From an optimization exercise on the open Yosys and OpenROAD flow, aimed at small area; shortcuts taken in it are not production practice.
Where RTL was checked, it was by simulation tests only, not by an equivalence proof against the original.
Power figures rest on the tool's default switching activity, not on a simulated workload.

==> flow/design.v (excerpt) <==
module maquina_estados(
	input clk,
	input rst,
	input arriba,
	input abajo,
	input izquierda,
	input derecha,
	input pausa,
	output hsync,
	output vsync,
	output [2:0] RED,
	output [2:0] GREEN,
	output [1:0] BLUE
	);
Size: ~1,400 cells after synthesis, about 310 flip-flops, about 17 I/O pins.
==> flow/config.mk <==
export PLATFORM = sky130hd
export DESIGN_NAME = maquina_estados
export DESIGN_NICKNAME = maquina_estados
export VERILOG_FILES = /design/flow/design.v
export SDC_FILE = /design/flow/constraint.sdc
export NUM_CORES = 8
export LEC_CHECK = 0
export CAP_MARGIN = 20
export CORE_MARGIN = 2
export CORE_UTILIZATION = 70
export CTS_BUF_LIST = sky130_fd_sc_hd__clkbuf_8
export CTS_CLUSTER_DIAMETER = 50
export CTS_CLUSTER_SIZE = 16
export GPL_ROUTABILITY_DRIVEN = 1
export PLACE_DENSITY = 0.75
export SLEW_MARGIN = 20
==> flow/constraint.sdc <==
create_clock -name core_clock -period 12.0 [get_ports {clk}]
set_input_delay 2.4000 -clock core_clock [delete_from_list [all_inputs] [get_ports {clk}]]
set_output_delay 2.4000 -clock core_clock [all_outputs]
set_load 0.01 [all_outputs]
standard.sh (not shown) runs the stock make flow with config.mk's settings and CLKGATE_MAP_FILE= SYNTH_SCRIPT=/design/flow/synth_recipe.tcl, a recipe that flattens the netlist after the stock synthesis.
==> flow/flow/run.sh <==
#!/bin/bash
# Layout flow: the standard flow (standard.sh), except that synthesis maps the
# combinational logic with an area-oriented ABC script (flow/abc_area.script) in place
# of ORFS's abc_speed.script. Registers, synthesis passes, flattening and renaming are
# the standard ones (same synth_recipe.tcl); only the ABC mapping script differs.
set -euo pipefail
here=$(pwd)
rm -rf "$here/scripts_area"
cp -r "$FLOW_HOME/scripts" "$here/scripts_area"
cp "$here/flow/abc_area.script" "$here/scripts_area/abc_speed.script"
# standard.sh's make command, with SCRIPTS_DIR pointing at the copy, for synthesis only
sed "s#^make -C #make SCRIPTS_DIR=$here/scripts_area -C #" standard.sh > std_area.sh
grep -q "SCRIPTS_DIR=$here/scripts_area" std_area.sh
bash std_area.sh synth > synth.log 2>&1
# the rest of the layout, unchanged
bash standard.sh > layout.log 2>&1
==> flow/flow/abc_area.script <==
&get -n
&st
&dch -f
&nf -a -R 1000
&st
&syn2
&dch -f
&nf -a -R 1000
&st
&syn2
&dch -f
&nf -a -R 1000
&put
topo
stime -c
dnsize -c
==> next run, changes <==
==> flow/run.sh (new file) <==
#!/bin/bash
# synth_recipe.tcl (not shown) runs the flow's synth.tcl, then flattens the netlist and writes it again
# the make line also repeats each setting of config.mk as NAME=value (left out here)
make -C /OpenROAD-flow-scripts/flow DESIGN_CONFIG=/design/flow/config.mk WORK_HOME=/design/flow/orfs CLKGATE_MAP_FILE= SYNTH_SCRIPT=/design/flow/synth_recipe.tcl finish
removed: flow/flow/run.sh
removed: flow/flow/abc_area.script
removed: flow/standard.sh
Outcome:
- The changed run produced a clean layout
- critical path depth decreases by 15
- clock-buffer cell count does not change
- clock skew increases by 0.013 ns
- sequential power hardly moves
- design area increases by 6.2%
- power increases by 2.4%
==> next run, changes <==
==> flow/flow/run.sh (new file) <==
#!/bin/bash
# Layout flow: the standard flow (standard.sh), except that synthesis maps the
# combinational logic with an area-oriented ABC script (flow/abc_area.script) in place
# of ORFS's abc_speed.script. Registers, synthesis passes, flattening and renaming are
# the standard ones (same synth_recipe.tcl); only the ABC mapping script differs.
set -euo pipefail
here=$(pwd)
rm -rf "$here/scripts_area"
cp -r "$FLOW_HOME/scripts" "$here/scripts_area"
cp "$here/flow/abc_area.script" "$here/scripts_area/abc_speed.script"
# standard.sh's make command, with SCRIPTS_DIR pointing at the copy, for synthesis only
sed "s#^make -C #make SCRIPTS_DIR=$here/scripts_area -C #" standard.sh > std_area.sh
grep -q "SCRIPTS_DIR=$here/scripts_area" std_area.sh
bash std_area.sh synth > synth.log 2>&1
# the rest of the layout, unchanged
bash standard.sh > layout.log 2>&1
==> flow/flow/abc_area.script (new file) <==
&get -n
&st
&deepsyn -T 60
&dch -f
&nf -a -R 1000
&put
topo
stime -c
dnsize -c
==> flow/standard.sh (new file) <==
#!/bin/bash
# synth_recipe.tcl (not shown) runs the flow's synth.tcl, then flattens the netlist and writes it again
# the make line also repeats each setting of config.mk as NAME=value (left out here)
make -C /OpenROAD-flow-scripts/flow DESIGN_CONFIG=/design/flow/config.mk WORK_HOME=/design/flow/orfs CLKGATE_MAP_FILE= SYNTH_SCRIPT=/design/flow/synth_recipe.tcl "${@:-finish}"
removed: flow/run.sh
Outcome: Register-to-register slack loses 0.40 ns; wire length falls by roughly a tenth; setup slack loses 0.049 ns; core utilization rises by 3.9 points; combinational power falls by about a fifth; synthesized area falls by roughly a tenth; total power hardly moves.
No run of this note included a check of the RTL's function; only the layout flow was run.

* * *

## lane 2
Another version of the RTL of maquina_estados (not shown whole).
Size: roughly 300 flip-flops, ~12000 um2 of cells after synthesis.
## maquina_estados
module maquina_estados(
	input clk,
	input rst,
	input arriba,
	input abajo,
	input izquierda,
	input derecha,
	input pausa,
	output hsync,
	output vsync,
	output [2:0] RED,
	output [2:0] GREEN,
	output [1:0] BLUE
	);
==> flow/config.mk <==
export PLATFORM = sky130hd
export DESIGN_NAME = maquina_estados
export DESIGN_NICKNAME = maquina_estados
export VERILOG_FILES = /design/flow/design.v
export SDC_FILE = /design/flow/constraint.sdc
export NUM_CORES = 8
export LEC_CHECK = 0
export CAP_MARGIN = 20
export CORE_MARGIN = 2
export CORE_UTILIZATION = 70
export GPL_ROUTABILITY_DRIVEN = 1
export PLACE_DENSITY = 0.75
export SLEW_MARGIN = 20
==> flow/constraint.sdc <==
create_clock -name core_clock -period 12.0 [get_ports {clk}]
set_input_delay 2.4000 -clock core_clock [delete_from_list [all_inputs] [get_ports {clk}]]
set_output_delay 2.4000 -clock core_clock [all_outputs]
set_load 0.01 [all_outputs]
==> flow/flow/run.sh <==
#!/bin/bash
# Layout flow: the standard flow (standard.sh) with these changes:
#  - synthesis maps the combinational logic with an area-oriented ABC script
#    (flow/abc_area.script) in place of ORFS's abc_speed.script; registers, synthesis
#    passes, flattening and renaming stay the standard ones (same synth_recipe.tcl);
#  - clock tree synthesis runs without dummy loads (flow/cts_args);
#  - every input and output port still gets its buffer, a buf_1 (flow/port_args), and
#    outputs that share a net are split in synthesis with buf_1 in place of buf_4.
# Each step's output goes to its own log in this folder (synth.log, layout.log).
set -euo pipefail
here=$(pwd)
rm -rf "$here/scripts_area"
cp -r "$FLOW_HOME/scripts" "$here/scripts_area"
cp "$here/flow/abc_area.script" "$here/scripts_area/abc_speed.script"
cts=$(tr '\n' ' ' < "$here/flow/cts_args")
ports=$(tr '\n' ' ' < "$here/flow/port_args")
sed "s#^make -C #make SCRIPTS_DIR=$here/scripts_area CTS_ARGS='$cts' BUFFER_PORTS_ARGS='$ports' MIN_BUF_CELL_AND_PORTS='sky130_fd_sc_hd__buf_1 A X' -C #" standard.sh > std_mod.sh
grep -q "SCRIPTS_DIR=$here/scripts_area CTS_ARGS=" std_mod.sh
bash std_mod.sh synth > synth.log 2>&1
bash std_mod.sh > layout.log 2>&1
==> flow/flow/abc_area.script <==
&get -n
&st
&deepsyn -J 200 -T 900
&dch -f
&nf -a -R 1000
&put
topo
stime -c
dnsize -c
==> flow/flow/cts_args <==
-sink_clustering_enable -repair_clock_nets -dont_use_dummy_load -sink_clustering_size 10 -sink_clustering_max_diameter 40 -buf_list sky130_fd_sc_hd__clkbuf_4
==> flow/flow/port_args <==
-buffer_cell sky130_fd_sc_hd__buf_1
Lane 2 finished every step from synthesis to the final layout, and the layout passed the timing, design-rule and antenna checks.
Input changes introduced in lane 5 (baseline for comparison: lane 2):
Settings: setting GPL_TIMING_DRIVEN to 0 for the first time.
Notes after the runs:
- When lane 5 is measured against lane 2, its power density normalized to cell area turns out about 0.5% higher.
- Run comparison: lane 2 launch point of the critical path pq[1]; lane 5 launch point of the critical path kc[3]
- Diff lane 5..lane 2 | share of the final layout cell area in multi-input gates | negligible
- In lane 5, wire length is lower than in lane 2.

==> port drivers added, routing unchanged <==
No port has a modelled driver above. Below, the same layouts with a new extraction and two added sets of constraints. Step 1 assumes that a clkbuf_16 drives the clock port and a buf_2 every other input. Step 2 moves the port delays by t, midway between the first and last clock arrival at a register: inputs arrive t later, outputs are due t later. That takes back most of the time a late clock gives input paths. Three values: ideal, step 1, step 2; two values: the first two.
run	t (ns)	setup slack, ns	worst setup path at the end
the first run of note 1	0.617	6.445 / 6.445 / 6.445	register to register
the second run of note 1	0.612	6.590 / 6.549 / 7.033	register to register
the third run of note 1	0.623	6.541 / 6.500 / 6.632	register to register
lane 2	0.665	6.873 / 6.831 / 6.945	register to register
lane 5	0.646	6.701 / 6.701 / 6.701	register to register
After both steps setup and hold are still met in every run listed.
